What follows belongs to an exercise in optimizing a design on an open flow for small area; a production flow would make more cautious choices.
Only simulation tests tie the RTL to the original design; equivalence was not proved.
No activity file was given, so power comes from the tool's default toggle rates.

Design odu_count_gen_fifo, start of the top module:
module odu_count_gen_fifo(
    input           clk,
    input           rst,
    input           enable_chid,
    input           type_chid,
    input           fifo_read_enable,
    output          fifo_empty,
    output [394:0]  fifo_data_out,
    output [383:0]  data_chid,
    output          data_valid_chid
    );
For scale: roughly 2200 cells after synthesis, about 0.015 mm^2 of cells after synthesis.
clock: 6.0 ns
lec_check: 0
abc_area: 1
cap_margin: 20
core_area: 4 4 276 276
die_area: 0 0 280 280
place_density: 0.6
slew_margin: 20
standard.sh (not shown) runs the stock make flow with config.mk's settings and CLKGATE_MAP_FILE= SYNTH_SCRIPT=/design/flow/synth_recipe.tcl, a recipe that flattens the netlist after the stock synthesis.
==> flow/flow/run.sh <==
#!/bin/bash
# The standard flow with two changes:
#  - after the standard synthesis, the combinational cells are re-mapped for
#    area (remap.sh); the flip-flops are left exactly as synthesis made them;
#  - the port buffers use the smallest buffer cell (sky130_fd_sc_hd__buf_1).
set -euo pipefail
export BUFFER_PORTS_ARGS="-buffer_cell sky130_fd_sc_hd__buf_1"
RES=orfs/results/${FLOW_PLATFORM:-sky130hd}/odu_count_gen_fifo/base
bash standard.sh synth > log_1_standard_synth.txt 2>&1
cp $RES/1_2_yosys.v 1_2_yosys_standard.v
bash flow/remap.sh 1_2_yosys_standard.v 1_2_yosys_remap.v log_2_remap_yosys.txt
cp 1_2_yosys_remap.v $RES/1_2_yosys.v
touch $RES/1_2_yosys.v
bash standard.sh > log_3_standard_finish.txt 2>&1
==> flow/flow/remap.sh <==
#!/bin/bash
# remap.sh IN.v OUT.v LOG
# Re-maps the combinational cells of the standard synthesis netlist IN.v for
# area with ABC's area mapper, keeping every flip-flop instance (name, cell
# type, connections and the names of the nets its Q pin drives) unchanged.
set -euo pipefail
IN=$1; OUT=$2; LOG=$3
FLOW=${FLOW_HOME:-/OpenROAD-flow-scripts/flow}
LIB=$FLOW/platforms/sky130hd/lib/sky130_fd_sc_hd__tt_025C_1v80.lib
YOSYS=$(command -v yosys || echo /OpenROAD-flow-scripts/tools/install/yosys/bin/yosys)
SEQ=$(grep -o 'sky130_fd_sc_hd__[a-z0-9_]*' $IN | sort -u | grep -E '__(e?s?df|dl|sdl|edf)' | tr '\n' ' ')
DU=""
for c in $(grep -o 'sky130_fd_sc_hd__\(lpflow_[a-z0-9_]*\|probe[a-z_0-9]*\)' $LIB | sort -u); do DU="$DU -dont_use $c"; done
A="strash;dch,-f;amap;topo"
cat > ${OUT%.v}.ys <<EOY
read_liberty -ignore_miss_func $LIB
read_verilog $IN
hierarchy -top odu_count_gen_fifo
blackbox $SEQ
flatten
rename -hide w:_*_.*
opt_clean
stat -liberty $LIB
abc -liberty $LIB $DU -script +$A;$A;$A;$A
read_liberty -lib -overwrite $LIB
splitnets
opt_clean -purge
hilomap -singleton -hicell sky130_fd_sc_hd__conb_1 HI -locell sky130_fd_sc_hd__conb_1 LO
insbuf -buf sky130_fd_sc_hd__buf_4 A X
check -assert
stat -liberty $LIB
write_verilog -noattr -nohex -nodec $OUT
EOY
$YOSYS -s ${OUT%.v}.ys > $LOG 2>&1
The baseline passed the timing, design-rule and antenna checks.
Change:
--- a/flow/design.v
+++ b/flow/design.v
@@ -43,29 +43,24 @@
         input                        clk,
         input                        w_en,
         input                        reset,
         input   [ADDR_WIDTH - 1 : 0] w_addr,
         input   [ADDR_WIDTH - 1 : 0] r_addr,
         input   [DATA_WIDTH - 1 : 0] w_data,
-        output  [DATA_WIDTH  -1 : 0] r_data,
-        output                       r_filled    
+        output  [DATA_WIDTH  -1 : 0] r_data
     );
     reg [DATA_WIDTH - 1: 0] mem [0: 2**ADDR_WIDTH - 1];
-    reg [2**ADDR_WIDTH - 1: 0] filled;
-    assign r_data   = mem[r_addr];
-    assign r_filled = filled[r_addr];
+    assign r_data = mem[r_addr];
+    integer i;
     always @(posedge clk) begin
-        if (w_en)
+        if (reset) begin
+            for (i = 0; i < 2**ADDR_WIDTH; i = i + 1)
+                mem[i] <= 'd0;
+        end else if (w_en)
             mem[w_addr] <= w_data;
     end
-    always @(posedge clk) begin
-        if (reset)
-            filled <= 'd0;
-        else if (w_en)
-            filled[w_addr] <= 1'b1;
-    end
 endmodule
 `timescale 1ns / 1ps
 module fifo_syn_depth8
     #(
         parameter DATA_WIDTH = 384,
         parameter ADDR_WIDTH = 3
@@ -75,14 +70,13 @@
         input   reset,
         input   w_en,
         input   r_en,
         input   [DATA_WIDTH - 1: 0] w_data,
         output  empty,
         output  full,
-        output  [DATA_WIDTH -1: 0] r_data,
-        output  r_filled
+        output  [DATA_WIDTH -1: 0] r_data
     );
     wire [ADDR_WIDTH - 1: 0] w_addr;
     wire [ADDR_WIDTH - 1: 0] r_addr;
     fifo_dual_port_ram_simple #(
         .DATA_WIDTH(DATA_WIDTH),
         .ADDR_WIDTH(ADDR_WIDTH)
@@ -91,14 +85,13 @@
         .clk     (clk),
         .reset   (reset),
         .w_en    (w_en & ~full),
         .w_addr  (w_addr),
         .r_addr  (r_addr),
         .w_data  (w_data),
-        .r_data  (r_data),
-        .r_filled(r_filled)
+        .r_data  (r_data)
         );
     fifo_control #(
         .ADDR_WIDTH(ADDR_WIDTH)
         )
     fifo_control_instance(
         .clk     (clk),
@@ -176,13 +169,12 @@
     reg [3:0]   state_reg;
     reg [6:0]   osu_count_reg;
     reg         osu_gen_enable_reg;
     reg         valid_gen_out_reg;
     reg [3:0]   odu_row_count_reg;
     reg [29:0]  word_reg;
-    reg         word_set;        
     wire [7:0]  p1_base, p2_base;
     wire        p1_hdr, p1_zero, p2_hdr, p2_zero;
     osu_gen_data osu_gen_data_instance(
         .clk     (clk),
         .rst     (rst),
         .enable  (osu_gen_enable_reg & enable),
@@ -299,40 +291,32 @@
                 state_next = STATE_IDLE;
                 valid_next = valid_gen_out_reg;
             end
         endcase
     end
     always @(posedge clk) begin
-        if (enable)
-            word_reg <= word_next;
-    end
-    always @(posedge clk) begin
-        if (rst)
-            word_set <= 1'b0;
-        else if (enable)
-            word_set <= 1'b1;
-    end
-    always @(posedge clk) begin
         if (rst) begin
+            word_reg           <= 30'd0;
             valid_gen_out_reg  <= 1'b0;
             state_reg          <= STATE_IDLE;
             osu_count_reg      <= 7'd0;
             osu_gen_enable_reg <= 1'b0;
             odu_row_count_reg  <= 4'd0;
         end else if (enable) begin
+            word_reg           <= word_next;
             valid_gen_out_reg  <= valid_next;
             state_reg          <= state_next;
             osu_count_reg      <= osu_count_next;
             osu_gen_enable_reg <= osu_gen_enable_next;
             odu_row_count_reg  <= (odu_row_count_reg == 4'd12) ? 4'd0 : row_next;
         end else
             valid_gen_out_reg  <= 1'b0;
     end
     wire [3:0] row_sub_1 = odu_row_count_reg - 4'd1;
     assign mfas_out      = {row_sub_1[3], ~row_sub_1[3] & row_sub_1[2]};
-    assign word_out      = {word_reg[29:24] & {6{word_set}}, word_reg[23:0]};
+    assign word_out      = word_reg;
     assign valid_gen_out = valid_gen_out_reg;
 endmodule
 module odu_word_decode #(parameter HAS_ONES = 1) (
         input  [29:0]  word,
         output [383:0] data,
         output         frame_start,
@@ -453,14 +437,12 @@
     wire         enable_gen_data;
     wire [29:0]  word;
     wire         valid;
     wire [1:0]   mfas;
     wire [31:0]  fifo_entry;        
     wire         empty;
-    wire         fifo_filled;
-    wire [31:0]  fifo_word;         
     odu_count_reg odu_count_reg_instance(
         .clk             (clk),
         .rst             (rst),
         .enable_chid     (enable_chid),
         .chid_type       (type_chid),
         .enable_gen_data (enable_gen_data)
@@ -482,30 +464,28 @@
         .reset  (rst),
         .w_en   (valid),
         .r_en   (fifo_read_enable & ~empty),
         .w_data ({mfas, word}),
         .empty  (empty),
         .full   (),
-        .r_data (fifo_entry),
-        .r_filled(fifo_filled)
+        .r_data (fifo_entry)
         );
-    assign fifo_word = {fifo_entry[31:24] & {8{fifo_filled}}, fifo_entry[23:0]};
     wire fifo_frame_start, fifo_row_start;
     odu_word_decode data_decode(
         .word        (word),
         .data        (data_chid),
         .frame_start (),
         .row_start   ()
     );
     odu_word_decode #(.HAS_ONES(0)) fifo_decode(
-        .word        (fifo_word[29:0]),
+        .word        (fifo_entry[29:0]),
         .data        (fifo_data_out[393:10]),
         .frame_start (fifo_frame_start),
         .row_start   (fifo_row_start)
     );
-    assign fifo_data_out[394]   = |fifo_word[29:24];
+    assign fifo_data_out[394]   = |fifo_entry[29:24];
     assign fifo_data_out[9]     = fifo_frame_start;
     assign fifo_data_out[8]     = fifo_row_start;
-    assign fifo_data_out[7:0]   = {fifo_word[31:30], 6'd0};
+    assign fifo_data_out[7:0]   = {fifo_entry[31:30], 6'd0};
     assign fifo_empty           = empty;
     assign data_valid_chid      = valid;
 endmodule
Outcome: Via count is higher by 4.1%; power rose by 9.5%; setup slack is worse by 410 ps; clock-buffer cell count increases by 2; global-route usage goes up by 2.0 points; non-clock buffer count climbs by 16; utilization grows by 0.40 points; maximum frequency drops by 7.1%; synthesized cell count increases by 3.9%.

afterwards: timing with drivers on the ports:
How much do the figures lean on ideal ports? The routed layouts below were timed once more, with nothing changed but the port constraints.
Step 1 assumes that a clkbuf_16 drives the clock port and a buf_2 every other input.
Step 2 moves the port delays by t, midway between the first and last clock arrival at a register: inputs arrive t later, outputs are due t later. That takes back most of the time a late clock gives input paths.
Three values: no drivers, after step 1, after step 2; two values: the first two.
| run | t, ns | slack for setup (ns) | worst setup path at the end |
|---|---|---|---|
| the first run | 0.464 | 0.626 / 0.584 / 0.825 | input to register |
| the second run | 0.483 | 0.218 / 0.171 / 0.590 | input to register |
After both steps setup and hold are still met in every run listed.
